Source: an optimization exercise on an open RTL-to-GDS flow (aim: small area). Production flows keep margins and buffers that such runs may drop. At most, simulation tests tie the RTL to the original design; equivalence was not proved. For runs 2 and 3, only the layout was checked, not whether the RTL still works. Power is estimated from default activity; no workload was simulated.

## flow/config.mk

```make
export PLATFORM = sky130hd
export DESIGN_NAME = top
export DESIGN_NICKNAME = top
export VERILOG_FILES = /design/flow/design.v
export SDC_FILE = /design/flow/constraint.sdc
export NUM_CORES = 4
export LEC_CHECK = 0
export CAP_MARGIN = 20
export CORE_MARGIN = 2
export CORE_UTILIZATION = 40
export SLEW_MARGIN = 20
```

## flow/constraint.sdc

```tcl
create_clock -name core_clock -period 10.0 [get_ports {clk}]
set_input_delay 2.0000 -clock core_clock [delete_from_list [all_inputs] [get_ports {clk}]]
set_output_delay 2.0000 -clock core_clock [all_outputs]
set_load 0.01 [all_outputs]
```

## flow/design.v

```verilog
module cycle # (
    parameter                   COUNT_WIDTH = 32,
    parameter                   MAX_COUNT = 25_000_000,
    parameter                   OUTPUT_WIDTH = 4       
)(
    input clk,
    input rst,
    output     [OUTPUT_WIDTH-1:0] out
);
    reg [COUNT_WIDTH-1:0] counter;  
    reg [2:0] cycle_index;  
    reg direction;
    reg [3:0] seq;
    assign out = seq;
    always @(posedge clk) begin
        if (rst) begin
            counter <= 0;
            cycle_index <= 3'b000;
            direction <= 0;
            seq <= 4'b0000;
        end
        else
            if (counter < MAX_COUNT)
                counter <= counter + 1;
            else begin
                counter <= 0;
                if (direction)
                    case (cycle_index)
                        3'b000: seq <= 4'b0000;
                        3'b001: seq <= 4'b0001;
                        3'b010: seq <= 4'b0011;
                        3'b011: seq <= 4'b0111;
                        3'b100: seq <= 4'b1111;
                    endcase
                else
                    case (cycle_index)
                        3'b000: seq <= 4'b1111;
                        3'b001: seq <= 4'b0111;
                        3'b010: seq <= 4'b0011;
                        3'b011: seq <= 4'b0001;
                        3'b100: seq <= 4'b0000;
                    endcase
                if (cycle_index == 3'b100) begin
                    cycle_index <= 3'b000;
                    direction <= ~direction;
                end
                else
                    cycle_index <= cycle_index + 1;     
            end
    end
endmodule
module lfsr # (
    parameter                       COUNT_WIDTH = 32,
    parameter   [COUNT_WIDTH-1:0]   MAX_COUNT = 25_000_000,
    parameter                       OUTPUT_WIDTH = 4
)(
    input                           clk,
    input                           rst,
    output    [OUTPUT_WIDTH-1:0]  out 
);
    wire feedback;
    reg [COUNT_WIDTH-1:0] counter;
    reg [OUTPUT_WIDTH-1:0] shift_register;
    assign feedback = ~(shift_register[3] ^ shift_register[2]);
    assign out = shift_register;
    always @(posedge clk) begin
        if (rst) begin
            counter <= 0;
            shift_register <= 0;
        end
        else
            if (counter < MAX_COUNT)  
                counter <= counter + 1;
            else begin
                counter <= 0;
                shift_register <= {shift_register[2:0], feedback};
            end
    end       
endmodule
module blinker # (
    parameter                       COUNT_WIDTH = 32,
    parameter   [COUNT_WIDTH-1:0]   MAX_COUNT = 25_000_000,
    parameter                       OUTPUT_WIDTH = 4
)(
    input                           clk,
    input                           rst,
    output    [OUTPUT_WIDTH-1:0]    out 
);
    reg [COUNT_WIDTH-1:0] counter;
    reg [OUTPUT_WIDTH-1:0] seed;
    assign out = seed;
    always @(posedge clk) begin
        if (rst) begin
            counter <= 0;
            seed <= 0;
        end
        else
            if (counter < MAX_COUNT)  
                counter <= counter + 1;
            else begin
                counter <= 0;
                seed <= ~seed;
            end
    end       
endmodule
module looper # (
    parameter                       COUNT_WIDTH = 32,
    parameter   [COUNT_WIDTH-1:0]   MAX_COUNT = 25_000_000,
    parameter                       OUTPUT_WIDTH = 4
)(
    input                           clk,
    input                           rst,
    output     [OUTPUT_WIDTH-1:0]  out 
);
    integer i;
    reg[OUTPUT_WIDTH-1:0] seed;
    reg [COUNT_WIDTH-1:0] counter;
    assign out = seed;
    always @(posedge clk) begin
        if (rst) begin
            counter <= 0;
            seed <= 4'b0011;
        end
        else
            if (counter < MAX_COUNT)  
                counter <= counter + 1;
            else begin
                counter <= 0;
                for (i=0; i<OUTPUT_WIDTH; i=i+1) begin
                    seed[i+1] <= seed[i];
                end
                seed[0] <= seed[OUTPUT_WIDTH-1];
            end
    end       
endmodule
module cycle_v2 # (
    parameter COUNT_WIDTH = 32,
    parameter MAX_COUNT = 50_000_000,
    parameter OUTPUT_WIDTH = 4       
) (
    input clk,
    input rst,
    output  [OUTPUT_WIDTH-1:0] out
);
    reg [COUNT_WIDTH-1:0] counter;  
    reg [2:0] cycle_index;  
    reg direction;
    reg [3:0] seq;
    assign out = seq;
    always @(posedge clk) begin
        if (rst) begin
            counter <= 0;
            cycle_index <= 3'b000;
            direction <= 1;
            seq <= 4'b0000;
        end
        else
            if (counter < MAX_COUNT)
                counter <= counter + 1;
            else begin
                counter <= 0;
                if (direction)
                    seq <= (seq << 1) + 1;
                else
                    seq <= seq >> 1;
                if (cycle_index == 2'b11) begin
                    cycle_index <= 2'b00;
                    direction <= ~direction;
                end
                else
                    cycle_index <= cycle_index + 1;     
            end
    end
endmodule
module top (
    input               clk,  
    input               rst,  
    input       [3:0]   sw,
    output      [3:0]   led
);
    wire[3:0]   sequence_0, 
                sequence_1, 
                sequence_2, 
                sequence_3, 
                sequence_4;
    reg [3:0]   seq;
    assign led = seq;
    cycle #(.COUNT_WIDTH(15), .MAX_COUNT(25_000)) mode_0 (
        .clk(clk),
        .rst(rst),
        .out(sequence_0)
    );
    lfsr #(.COUNT_WIDTH(15), .MAX_COUNT(25_000)) mode_1 (
        .clk(clk),
        .rst(rst),
        .out(sequence_1)
    );
    blinker #(.COUNT_WIDTH(15), .MAX_COUNT(25_000)) mode_2 (
        .clk(clk),
        .rst(rst),
        .out(sequence_2)
    );
    looper #(.COUNT_WIDTH(15), .MAX_COUNT(25_000)) mode_3 (
        .clk(clk),
        .rst(rst),
        .out(sequence_3)
    );
    cycle_v2 #(.COUNT_WIDTH(16), .MAX_COUNT(50_000)) mode_4 (
        .clk(clk),
        .rst(rst),
        .out(sequence_4)
    );
    always @(*) begin
        case (sw[2:0])
            3'b000: seq = sequence_0;
            3'b001: seq = sequence_1;
            3'b010: seq = sequence_2;
            3'b011: seq = sequence_3;
            3'b100: seq = sequence_4;
            3'b101: seq = sw;
            3'b110: seq = sw;
            3'b111: seq = sw;
        endcase
    end
endmodule
```

## flow/run.sh

```bash
#!/bin/bash
# synth_recipe.tcl (not shown) runs the flow's synth.tcl, then flattens the netlist and writes it again
# the make line also repeats each setting of config.mk as NAME=value (left out here)
make -C /OpenROAD-flow-scripts/flow DESIGN_CONFIG=/design/flow/config.mk WORK_HOME=/design/flow/orfs CLKGATE_MAP_FILE= SYNTH_SCRIPT=/design/flow/synth_recipe.tcl finish
```

==> out/metrics.cfg, run 1 <==
[clocking]
clkSinkCount = 104
h-tree-depth = 3
hold_buffers = 0
cts-resized-gates = 0
insertion_delay_ns = 0.35
clk_transition_reported_paths_ns = 0.07
numCtsBuffers = 9
clk_root_buffer_cell = clkbuf_16
cts_setup_buffers = 0
clock_path_buffers = 2
cts_tree = built

[timing]
slew_headroom_pct = 41.59
rsz0062_at_grt = no
slew_violations = 0
period_needed_ns = 6.095
setup_slack_ns = 3.905
worstMarginPinSlew_ns = 0.8682
post-route-period-util_pct = 60.95
clock.fmax_mhz = 164.1
finalSetupTns_ns = 0
skew_ns = 0.005552
hold_viol = 0
setup-violations-final = 0

[run_status]
run_status = timing/DRC/antenna clean

[global_route]
grt_first_pass_wirelength_mm = 17.61
grt_start_max_net_pins = 59
grt-ovfl-total = 0
grt.total_usage_pct = 15.18
first_global_vias = 3801
antenna_found_initial = 1

[synth]
yosysUniqueCellTypes = 62
syn_area_per_cell_um2 = 8.507
syn-num-nets = 630
async_flop_share_pct = 0
synth_seq_cells = 104
ys_warn_count = 8
synth_area_mm2 = 0.005215
ys_seq_area_share_pct = 39.92
synth_ff_type = dfxtp_1
synthCells = 613
synth_edf_count = 0

[worst_hold_path]
min_from = mode_4.cycle_index[2]
min_to = mode_4.cycle_index[2]
min_path_cells = 2
hp-class = register to register

[placement]
pre_cts_ws_ns = 3.890
place_area_mm2 = 0.005420
port_buffers = 9
hpwl_mm = 7.006
gp_congestion = 0.8612

[detailed_routing]
drt-total-wl_mm = 10.11
wire_per_inst_um = 12.79
antenna_left = 0
vias = 4171
initialDrtViolationCount = 278
vias_per_cell = 5.280
dr.pass1.iters = 4
drcViolationCount = 0

[pwr]
p_sw_share_pct = 23.52
peakVddDrop_v = 0.00008934
p_switching_uw = 213.5
combPwrFrac_pct = 7.9
seq_power_share_pct = 51.4
p_per_area_mw_per_mm2 = 157.9
leakagePower_nw = 2.107
p_int_uw = 694.5
clkPwrFrac_pct = 40.6

[flow_run]
drv_cap = 0

[die]
die-area_mm2 = 0.01397
die_h_um = 118.2
io_pins = 10
initial_utilization_pct = 41.16
core_area_mm2 = 0.01267
die_w_um = 118.2
rows = 41

[worst_setup_path]
endpoint_kind = output pin
worstSetupPathType = primary input to output pin
cp.required_ns = 8.00
arrival_ns = 4.10
rrSetupSlack_ns = 8.09
reg2reg_to = mode_4.seq[3]
reg2reg_from = mode_4.counter[4]
crit_fanout = 17
r2r_cells = 4
worst_setup_path_start_kind = primary input

[finish]
nets = 629
final_cell_area_mm2 = 0.005749
syn_to_final_growth_pct = 10.24
fillers = 1233
drive_above_1_share_pct = 5.673

cell usage in the layout, fill, tap and decap left out, types with 5 or more instances in the layout:
cell type and instances:
mux2i_1 19, nand2_1 49, xor2_1 21, nand3_1 31, nand4_1 17, and3_1 11
a21oi_1 17, a21o_1 5, nor4_1 17, a22oi_1 6, dfxtp_1 104, nor3_1 48
a211oi_1 6, nor2_1 63, ha_1 11, o21ai_0 14, xnor2_1 38, clkdlybuf4s50_1 8
inv_1 24, clkbuf_16 9, nor2b_1 14, or4_1 5
registers in the layout (all words and copies together) (netlist names):
signal	cells
mode_1.counter	15
mode_2.counter	15
mode_3.seed	4
mode_4.cycle_index	3
mode_4.seq	4
mode_4.direction	1
mode_4.counter	16
mode_0.counter	15
mode_0.direction	1
mode_1.shift_register	4
mode_0.seq	4
mode_0.cycle_index	3
mode_2.seed	4
mode_3.counter	15
worst max-delay path by stage:
stage	startpoint	depth (start not counted)	slack (ns)	endpoint
4_1_cts	sw[2]	5	3.87	led[1]
3_5_place_dp	sw[2]	5	3.89	led[1]
5_1_grt	sw[2]	5	3.75	led[1]
3_3_place_gp	sw[2]	5	3.95	led[1]
6_report	sw[2]	5	3.90	led[1]
2_1_floorplan	sw[1]	5	5.04	led[1]
critical path, stage by stage:
cell and delay [ns]:
clkdlybuf4s50_1 0.68, a211oi_1 0.43, o22ai_1 0.14, a21oi_1 0.25
clkdlybuf4s50_1 0.59
cell type report:
type	instances	area, um^2	area share, %
Clock inverter	2	35.03	0.6094
Inverter	24	90.09	1.567
Tap cell	172	215.2	3.743
Antenna cell	1	2.502	0.04353
Clock buffer	14	284.0	4.940
Sequential cell	104	2082	36.21
Multi-Input combinational cell	460	2925	50.88
Timing Repair Buffer	13	115.1	2.002
cells by family after synthesis:
logic type | count (synthesis) | share of synthesized area [%]
buf+inv | 49 | 3.983
simple gates | 281 | 27.54
mux | 20 | 3.863
xor+xnor | 59 | 9.909
flops | 104 | 39.92
compound gates | 89 | 12.14
fa+ha+maj | 11 | 2.639
per-layer routing:
metal | part of all wire [%] | wire [um] | global-route usage [%] | up-vias
li1 | - | - | - | 2184
met1 | 51 | 5197 | 20.49 | 1927
met2 | 43 | 4335 | 22.76 | 45
met3 | 3.4 | 347 | 3.330 | 15
met4 | 2.3 | 228 | 7.681 | 0
met5 | 0 | 0 | 0 | -
synth_stat cells (3+ instances only):
cell / count / area share, %
nand4_1: 17 / 2.0
nor2_1: 63 / 4.5
clkbuf_1: 15 / 1.1
mux2i_1: 19 / 3.6
ha_1: 11 / 2.6
inv_1: 24 / 1.7
o21bai_1: 3 / 0.43
dfxtp_1: 104 / 40
xor2_1: 21 / 3.5
xnor2_1: 38 / 6.4
nand3_1: 31 / 3.0
a21oi_1: 17 / 1.6
and3_1: 11 / 1.3
or4_1: 5 / 0.72
o22a_1: 3 / 0.50
a211oi_1: 6 / 0.86
o211ai_1: 4 / 0.58
or3_1: 3 / 0.36
o21ai_0: 14 / 1.3
o21a_1: 4 / 0.58
and4_1: 4 / 0.67
nor2b_1: 14 / 1.7
nor3_1: 48 / 4.6
nor4_1: 17 / 2.0
nand2b_1: 4 / 0.48
buf_2: 6 / 0.58
a22oi_1: 6 / 0.86
nand2_1: 49 / 3.5
a21o_1: 5 / 0.72
power groups by stage:
stage               clock network, mW  registers [mW]  logic, mW
CTS                             0.382           0.467     0.0728
detailed placement                  0           0.476     0.0721
finish                          0.369           0.467     0.0720
global placement                    0           0.475     0.0696
floorplan                           0           0.470     0.0577
global route                    0.399           0.472     0.0833
stage by stage:
step	hold slack, ns	std cells	power [mW]	util, %
2_1_floorplan	0.4123	613	0.5280	-
3_3_place_gp	0.4200	772	0.5449	42.78
3_5_place_dp	0.4251	772	0.5485	42.78
4_1_cts	0.4372	788	0.9215	45.29
5_1_grt	0.4678	789	0.9545	45.35
6_report	0.4376	790	0.9081	45.37
==> run 2, diff against run 1 <==
==> flow/design.v (replaced) <==
module top (
    input               clk,  
    input               rst,  
    input       [3:0]   sw,
    output      [3:0]   led
);
    localparam [14:0] A_MASK = 15'h2AAA;    
    localparam [14:0] A_INIT = 15'h7BA4;    
    localparam [14:0] A_K    = 15'h2AFF;    
    localparam [14:0] A_LAST = 15'h0000;    
    reg  [14:0] a_q;
    wire [14:0] a_t = a_q ^ A_MASK;
    wire        a_tc = (a_t & A_K) == A_LAST;
    wire        a_ld = rst | a_tc;
    always @(posedge clk)
        a_q <= (a_ld ? A_INIT : {a_t[13:0], a_t[14] ^ a_t[0]}) ^ A_MASK;
    localparam [15:0] B_MASK = 16'hAAAA;
    localparam [15:0] B_INIT = 16'hB312;
    localparam [15:0] B_K    = 16'h5EBF;
    localparam [15:0] B_LAST = 16'h0000;
    reg  [15:0] b_q;
    wire [15:0] b_t = b_q ^ B_MASK;
    wire        b_tc = (b_t & B_K) == B_LAST;
    wire        b_ld = rst | b_tc;
    always @(posedge clk)
        b_q <= (b_ld ? B_INIT : {b_t[14:0], b_t[15] ^ b_t[6]}) ^ B_MASK;
    reg  [3:0] lf;       
    reg  [1:0] g;        
    reg        fresh;    
    always @(posedge clk) begin
        if (rst) begin
            lf    <= 4'b0000;
            g     <= 2'b00;
            fresh <= 1'b1;
        end else if (a_tc) begin
            lf    <= {lf[2:0], ~(lf[3] ^ lf[2])};
            g     <= {g[0], ~g[1]};
            fresh <= 1'b0;
        end
    end
    reg [4:0] j0;
    always @(posedge clk) begin
        if (rst)
            j0 <= 5'b01111;
        else if (a_tc)
            j0 <= {j0[3:0], ~j0[4]};
    end
    wire [3:0] cyc = {j0[3] & j0[0], j0[2] & j0[1], j0[2] | j0[1], j0[3] | j0[0]};
    wire [3:0] seq0 = fresh ? 4'b0000 : cyc;
    wire [3:0] seq3 = {g[1], g[0], ~g[1], ~g[0]};
    wire       blink = g[1] ^ g[0];
    reg  [3:0] j;
    always @(posedge clk) begin
        if (rst)
            j <= 4'b0000;
        else if (b_tc)
            j <= {j[2:0], ~j[3]};
    end
    wire [3:0] seq4 = {j[3] & j[0], j[2] & j[1], j[2] | j[1], j[3] | j[0]};
    reg [3:0] seq;
    assign led = seq;
    always @(*) begin
        case (sw[2:0])
            3'b000: seq = seq0;
            3'b001: seq = lf;
            3'b010: seq = {4{blink}};
            3'b011: seq = seq3;
            3'b100: seq = seq4;
            default: seq = sw;
        endcase
    end
endmodule
--- a/flow/config.mk
+++ b/flow/config.mk
@@ -7,5 +7,7 @@
 export LEC_CHECK = 0
 export CAP_MARGIN = 20
 export CORE_MARGIN = 2
-export CORE_UTILIZATION = 40
+export CORE_UTILIZATION = 60
+export CTS_CLUSTER_DIAMETER = 500
+export CTS_CLUSTER_SIZE = 60
 export SLEW_MARGIN = 20
==> out/metrics.cfg, run 2 <==
[synth]
synthAdderAreaFrac_pct = 0
synth_area_mm2 = 0.001692
synthTopCellsByCount = dfxtp_1 (47), nor2_1 (31), nand2_1 (12)
synthMostInstantiatedCell = dfxtp_1
yosysUniqueCellTypes = 36
synth_top_area_share_pct = 55.62
async_flop_share_pct = 0
synth_seq_cells = 47
synthMuxAreaShare_pct = 5.917
ys_warn_count = 1
synthTopCellsByArea = dfxtp_1 (56%), nor2_1 (6.9%), mux2i_1 (5.9%)
syn-num-nets = 173
syn_area_per_cell_um2 = 10.13
ys_seq_area_share_pct = 55.62
synth-xor-area-share_pct = 2.071
yosysTopAreaCell = dfxtp_1
synthSimpleGateAreaFrac_pct = 24.04
synthCells = 167
synth_compound_area_share_pct = 10.13
synth_edf_count = 0
synth_ff_type = dfxtp_1
synth_top_family_by_area = simple AND/OR/NAND/NOR gates

[placement]
hpwl_mm = 1.894
placed_cells = 203
place_area_mm2 = 0.001798
port_buffers = 9
gp_congestion = 0.9687

[global_route]
first_global_vias = 1136
grt-ovfl-total = 0
grt_start_max_net_pins = 34
grt.total_usage_pct = 19.39
antenna_found_initial = 0
grt_first_pass_wirelength_mm = 4.926

[worst_setup_path]
crit_fanout = 8
slowest_stage = clkdlybuf4s50_1
worstSetupPathType = primary input to output pin
cp.required_ns = 8.00
slowest_delay_ns = 0.53
crit_path_cell_trace = clkdlybuf4s50_1 -> nor4_1 -> o21ai_0 -> o311ai_0 -> a22o_1 -> clkdlybuf4s50_1
crit_top_cell = clkdlybuf4s50_1
worst_setup_path_start_kind = primary input
arrival_ns = 4.13
endpoint_kind = output pin

[detailed_routing]
vias_per_cell = 5.569
drt-total-wl_mm = 2.631
wire_per_inst_um = 12.47
vias = 1175
antenna_left = 0
dr.pass1.iters = 4
initialDrtViolationCount = 66
drcViolationCount = 0

[finish]
n_antenna_cell = 0
fin_cells = 211
utilization_pct = 68.33
largest_register = b_q
final_common_cell = dfxtp_1
final_cell_area_mm2 = 0.001852
nets = 185
most-common-layout-cells = dfxtp_1 (47), nor2_1 (31), nand2_1 (12), mux2i_1 (10)
syn_to_final_growth_pct = 9.468
drive_above_1_share_pct = 11.11
reg_top3 = b_q (16), a_q (15), j0 (5)
largest_register_ffs = 16

[timing]
clock.fmax_mhz = 163.3
finalSetupTns_ns = 0
setup-violations-final = 0
post-route-period-util_pct = 61.25
slew_violations = 0
worstMarginPinSlew_ns = 0.7894
skew_ns = 0.005662
hold_viol = 0
rsz0062_at_grt = no
slew_headroom_pct = 47.21
period_needed_ns = 6.125

[die]
die_w_um = 57.10
rows = 19
initial_utilization_pct = 62.42
die-area_mm2 = 0.003260
die_h_um = 57.10
core_area_mm2 = 0.002710
io_pins = 10

[clocking]
cts-resized-gates = 0
clkSinkCount = 47
insertion_delay_ns = 0.33
numCtsBuffers = 5
cts_setup_buffers = 0
clk_root_buffer_cell = clkbuf_4
clock_path_buffers = 2
h-tree-depth = 2
cts_tree = built
hold_buffers = 0
clk_transition_reported_paths_ns = 0.12

[run_status]
run_status = timing/DRC/antenna clean

[pwr]
finalPower_uw = 300.1
peakVddDrop_v = 0.0001250
leakagePower_nw = 0.7128
p_per_area_mw_per_mm2 = 162.0

[flow_run]
drv_cap = 0

[worst_hold_path]
hp-class = register to register

-- run 2: power by group --
group / internal (mW) / switching [mW]
clock network: 0.0272 / 0.0537
logic: 0.0106 / 0.00985
registers: 0.195 / 0.00375
total: 0.233 / 0.0673
-- run 2: area by class of cell --
class                      count  area, um^2
inverter                       2       7.507
tap                           31       38.79
multi-input combinational    113       713.2
fill                         217       858.3
clock inverter                 2       12.51
sequential                    47       940.9
clock buffer                   6       41.29
timing repair buffer          10       97.59
-- run 2: kinds of logic after synthesis --
| group | count (synthesis) |
|---|---|
| mux | 10 |
| xor+xnor | 4 |
| simple gates | 77 |
| flops | 47 |
| buf+inv | 7 |
| compound gates | 22 |
-- run 2: metal layers --
metal / wire length, um / GRT usage, % / vias to the layer above
li1: - / - / 605
met1: 1319 / 26.28 / 546
met2: 1194 / 28.74 / 22
met3: 90 / 7.256 / 2
met4: 27 / 6.645 / 0
met5: 0 / 0 / -
-- run 2: metrics by stage --
step / setup slack (ns) / hold WS (ns)
after floorplan: 4.939 / 0.3533
after global placement: 3.979 / 0.3591
after detailed placement: 3.879 / 0.3624
after CTS: 3.876 / 0.3921
after global routing: 3.620 / 0.4030
final: 3.875 / 0.3886
-- run 2: worst max-delay path, delay by kind of cell --
kind | cells | cell delay, ns
AOI/OAI and AO/OA | 3 | 0.57
and+or+nand+nor | 1 | 0.51
buffers and inverters | 2 | 1.05
-- run 2: final timing paths --
kind / start / end / slack, ns / cells past startpoint
hold reg to reg: a_q[1] / a_q[2] / 0.39 / 1
setup / recovery: sw[2] / led[0] / 3.87 / 6
hold / removal: a_q[1] / a_q[2] / 0.39 / 1
setup reg to reg: a_q[0] / j0[0] / 7.86 / 4
==> run 3, diff against run 2 <==
--- a/flow/design.v
+++ b/flow/design.v
@@ -38,14 +38,72 @@
             fresh <= 1'b0;
         end
     end
-    reg [4:0] j0;
-    always @(posedge clk) begin
-        if (rst)
-            j0 <= 5'b01111;
-        else if (a_tc)
-            j0 <= {j0[3:0], ~j0[4]};
+    reg [3:0] cyc;
+    always @(*) begin
+        case ({lf, g})
+            6'b000101: cyc = 4'b1111;  
+            6'b001111: cyc = 4'b0111;  
+            6'b011110: cyc = 4'b0011;  
+            6'b111000: cyc = 4'b0001;  
+            6'b110101: cyc = 4'b0000;  
+            6'b101111: cyc = 4'b0000;  
+            6'b011010: cyc = 4'b0001;  
+            6'b110000: cyc = 4'b0011;  
+            6'b100101: cyc = 4'b0111;  
+            6'b001011: cyc = 4'b1111;  
+            6'b010110: cyc = 4'b1111;  
+            6'b101000: cyc = 4'b0111;  
+            6'b010001: cyc = 4'b0011;  
+            6'b100011: cyc = 4'b0001;  
+            6'b000010: cyc = 4'b0000;  
+            6'b000100: cyc = 4'b0000;  
+            6'b001101: cyc = 4'b0001;  
+            6'b011111: cyc = 4'b0011;  
+            6'b111010: cyc = 4'b0111;  
+            6'b110100: cyc = 4'b1111;  
+            6'b101101: cyc = 4'b1111;  
+            6'b011011: cyc = 4'b0111;  
+            6'b110010: cyc = 4'b0011;  
+            6'b100100: cyc = 4'b0001;  
+            6'b001001: cyc = 4'b0000;  
+            6'b010111: cyc = 4'b0000;  
+            6'b101010: cyc = 4'b0001;  
+            6'b010000: cyc = 4'b0011;  
+            6'b100001: cyc = 4'b0111;  
+            6'b000011: cyc = 4'b1111;  
+            6'b000110: cyc = 4'b1111;  
+            6'b001100: cyc = 4'b0111;  
+            6'b011101: cyc = 4'b0011;  
+            6'b111011: cyc = 4'b0001;  
+            6'b110110: cyc = 4'b0000;  
+            6'b101100: cyc = 4'b0000;  
+            6'b011001: cyc = 4'b0001;  
+            6'b110011: cyc = 4'b0011;  
+            6'b100110: cyc = 4'b0111;  
+            6'b001000: cyc = 4'b1111;  
+            6'b010101: cyc = 4'b1111;  
+            6'b101011: cyc = 4'b0111;  
+            6'b010010: cyc = 4'b0011;  
+            6'b100000: cyc = 4'b0001;  
+            6'b000001: cyc = 4'b0000;  
+            6'b000111: cyc = 4'b0000;  
+            6'b001110: cyc = 4'b0001;  
+            6'b011100: cyc = 4'b0011;  
+            6'b111001: cyc = 4'b0111;  
+            6'b110111: cyc = 4'b1111;  
+            6'b101110: cyc = 4'b1111;  
+            6'b011000: cyc = 4'b0111;  
+            6'b110001: cyc = 4'b0011;  
+            6'b100111: cyc = 4'b0001;  
+            6'b001010: cyc = 4'b0000;  
+            6'b010100: cyc = 4'b0000;  
+            6'b101001: cyc = 4'b0001;  
+            6'b010011: cyc = 4'b0011;  
+            6'b100010: cyc = 4'b0111;  
+            6'b000000: cyc = 4'b1111;  
+            default: cyc = 4'bxxxx;
+        endcase
     end
-    wire [3:0] cyc = {j0[3] & j0[0], j0[2] & j0[1], j0[2] | j0[1], j0[3] | j0[0]};
     wire [3:0] seq0 = fresh ? 4'b0000 : cyc;
     wire [3:0] seq3 = {g[1], g[0], ~g[1], ~g[0]};
     wire       blink = g[1] ^ g[0];
--- a/flow/config.mk
+++ b/flow/config.mk
@@ -7,7 +7,5 @@
 export LEC_CHECK = 0
 export CAP_MARGIN = 20
 export CORE_MARGIN = 2
-export CORE_UTILIZATION = 60
-export CTS_CLUSTER_DIAMETER = 500
-export CTS_CLUSTER_SIZE = 60
+export CORE_UTILIZATION = 40
 export SLEW_MARGIN = 20
==> out/metrics.cfg, run 3 <==
[run_status]
run_status = timing/DRC/antenna clean

[global_route]
top_usage_layer = met2
antenna_found_initial = 0
grt.total_usage_pct = 15.25
first_global_vias = 1386
grt-ovfl-total = 0
grt_start_max_net_pins = 23
grt_first_pass_wirelength_mm = 6.292
grt_use_met3_pct = 3.729
grt_util_met1_pct = 19.86
grt_use_met2_pct = 24.12

[synth]
async_flop_share_pct = 0
synth_edf_count = 0
synthMostInstantiatedCell = dfxtp_1
ys_warn_count = 1
synth_seq_cells = 46
ys_seq_area_share_pct = 48.29
syn_area_per_cell_um2 = 8.400
yosysUniqueCellTypes = 46
synthTopCellsByArea = dfxtp_1 (48%), nor2_1 (7.9%), nand2_1 (6.9%)
syn-num-nets = 233
yosysTopAreaCell = dfxtp_1
synth_area_mm2 = 0.001907
synth_ff_type = dfxtp_1
synth_top_area_share_pct = 48.29
synthCells = 227
synthTopCellsByCount = dfxtp_1 (46), nor2_1 (40), nand2_1 (35)

[timing]
worstMarginPinSlew_ns = 0.7590
setup-violations-final = 0
period_needed_ns = 5.834
slew_violations = 0
skew_ns = 0.004720
post-route-period-util_pct = 58.34
rsz0062_at_grt = no
hold_viol = 0
setup_slack_ns = 4.166
finalSetupTns_ns = 0
clock.fmax_mhz = 171.4
slew_headroom_pct = 49.12

[clocking]
h-tree-depth = 2
insertion_delay_ns = 0.30
clkSinkCount = 46
cts-resized-gates = 0
hold_buffers = 0
clock_path_buffers = 2
numCtsBuffers = 5
clk_root_buffer_cell = clkbuf_8
cts_tree = built
clk_transition_reported_paths_ns = 0.08
cts_setup_buffers = 0

[worst_setup_path]
crit_fanout = 14
reg2reg_from = a_q[2]
cp.required_ns = 8.00
crit_start = sw[0]
r2r_cells = 5
rrSetupSlack_ns = 7.48
endpoint_kind = output pin
worst_setup_path_start_kind = primary input
reg2reg_to = cyc[1]
worstSetupPathType = primary input to output pin
arrival_ns = 3.83

[detailed_routing]
vias_per_cell = 5.411
drt-total-wl_mm = 3.666
initialDrtViolationCount = 163
antenna_left = 0
drcViolationCount = 0
dr.pass1.iters = 5
wire_per_inst_um = 12.86
vias = 1542

[placement]
place_area_mm2 = 0.002017
pre_cts_ws_ns = 4.165
port_buffers = 9
hpwl_mm = 2.523
gp_congestion = 0.8218

[pwr]
finalPower_uw = 338.7
seq_power_share_pct = 57.5
p_sw_share_pct = 22.22
p_per_area_mw_per_mm2 = 159.6
leakagePower_nw = 0.8313
p_int_uw = 263.4
peakVddDrop_v = 0.00005167
combPwrFrac_pct = 6.0
clkPwrFrac_pct = 36.5
p_switching_uw = 75.25

[flow_run]
drv_cap = 0

[finish]
seqCellArea_um2 = 920.9
syn_to_final_growth_pct = 11.29
final_cell_area_mm2 = 0.002122
nets = 236
final_common_cell = dfxtp_1
n_antenna_cell = 0
reg_top3 = b_q (16), a_q (15)
drive_above_1_share_pct = 5.195
largest_register_ffs = 16
most-common-layout-cells = dfxtp_1 (46), nor2_1 (40), nand2_1 (35), a21oi_1 (11), clkdlybuf4s50_1 (9)
multiInputGateArea_um2 = 915.9
largest_register = b_q
fillers = 463

[worst_hold_path]
hp-class = register to register
min_from = b_q[7]
min_to = b_q[8]
min_path_cells = 1

[die]
core_area_mm2 = 0.004661
io_pins = 10
die-area_mm2 = 0.005336
rows = 25
die_h_um = 73.05
initial_utilization_pct = 40.91
die_w_um = 73.05

-- run 3: cell count changes after synthesis, sizes merged, moves of 4 or more --
| cell | before | now |
|---|---|---|
| a21oi | 3 | 11 |
| clkbuf | 4 | 11 |
| nand2b | 9 | 3 |
| nor2 | 32 | 40 |
| nand2 | 12 | 35 |
| a211o | 4 | 0 |
| mux2i | 10 | 5 |
| xnor2 | 2 | 6 |
-- run 3: power by group through the flow --
stage                     clock, mW  combinational (mW)  sequential, mW
after floorplan                   0              0.0133           0.198
after global placement            0              0.0205           0.199
after detailed placement          0              0.0206           0.199
after CTS                     0.128              0.0207           0.195
after global routing          0.134              0.0230           0.196
final                         0.124              0.0203           0.195
-- run 3: worst max path at each step --
stage | end | slack (ns) | cells past startpoint
3_3_place_gp | led[2] | 4.15 | 7
6_report | led[2] | 4.17 | 7
5_1_grt | led[3] | 3.95 | 7
2_1_floorplan | led[0] | 5.13 | 3
3_5_place_dp | led[2] | 4.16 | 7
4_1_cts | led[2] | 4.16 | 7
-- run 3: layout make-up --
cell class	count	share of cell area (%)
sequential	46	43.40
multi-input combinational	163	43.16
timing repair buffer	10	4.599
clock buffer	7	4.540
tap	54	3.184
inverter	4	0.7075
clock inverter	1	0.4127
-- run 3: kinds of logic (layout without fill, tap and decap cells) --
family | after synthesis | count (layout) | share of synthesized area [%]
muxes | 6 | 6 | 3.215
xor gates and xnor gates | 7 | 7 | 3.215
and+or+nand+nor | 107 | 107 | 26.31
AOI/OAI and AO/OA | 43 | 43 | 15.29
buffers and inverters | 18 | 22 | 3.674
DFF | 46 | 46 | 48.29
-- run 3: stage by stage --
stage               std cells  hold WS [ns]  utilization [%]
floorplan                 227        0.3528                -
global placement          277        0.3606            43.28
detailed placement        277        0.3683            43.28
CTS                       285        0.3859            45.53
global route              285        0.3905            45.53
finish                    285        0.3822            45.53
-- run 3: per-layer routing --
metal,part of all wire (%),vias up,routed length (um)
li1,-,792,-
met1,49,714,1805
met2,46,29,1680
met3,3.7,7,134
met4,1.3,0,46
met5,0,-,0
-- run 3: critical path, cell delays in order --
cell and delay, ns:
clkdlybuf4s50_1 0.71, nor2b_1 0.11, xnor2_1 0.14, a21oi_1 0.14, nor2_1 0.05, a31oi_1 0.14, clkdlybuf4s50_1 0.55

## port drivers added, routing unchanged
In the flow no input, the clock included, has a driving cell. The finished layouts below were timed again as built, in two steps. Step 1 assumes that a clkbuf_16 drives the clock port and a buf_2 every other input. Step 2 adds t to the input delays and takes it off the output delays; t is the mean of the earliest and latest rising clock arrival at the registers after step 1. Input paths then give back, and output paths get back, about the clock's delay inside the block. Slacks: no drivers / after step 1 / after step 2; pairs: no drivers / after step 1.
| run | t, ns | setup slack, ns | hold WS [ns] |
|---|---|---|---|
| run 1 | 0.384 | 3.905 / 3.876 / 3.876 | 0.438 / 0.438 / 0.438 |
| run 2 | 0.354 | 3.875 / 3.855 / 3.855 | 0.389 / 0.389 / 0.389 |
| run 3 | 0.319 | 4.166 / 4.139 / 4.139 | 0.382 / 0.382 / 0.382 |
After both steps every run listed still meets setup and hold. For run 1, which loses most, drivers alone change the setup slack by -0.029 ns; drivers and shift together by -0.029 ns.
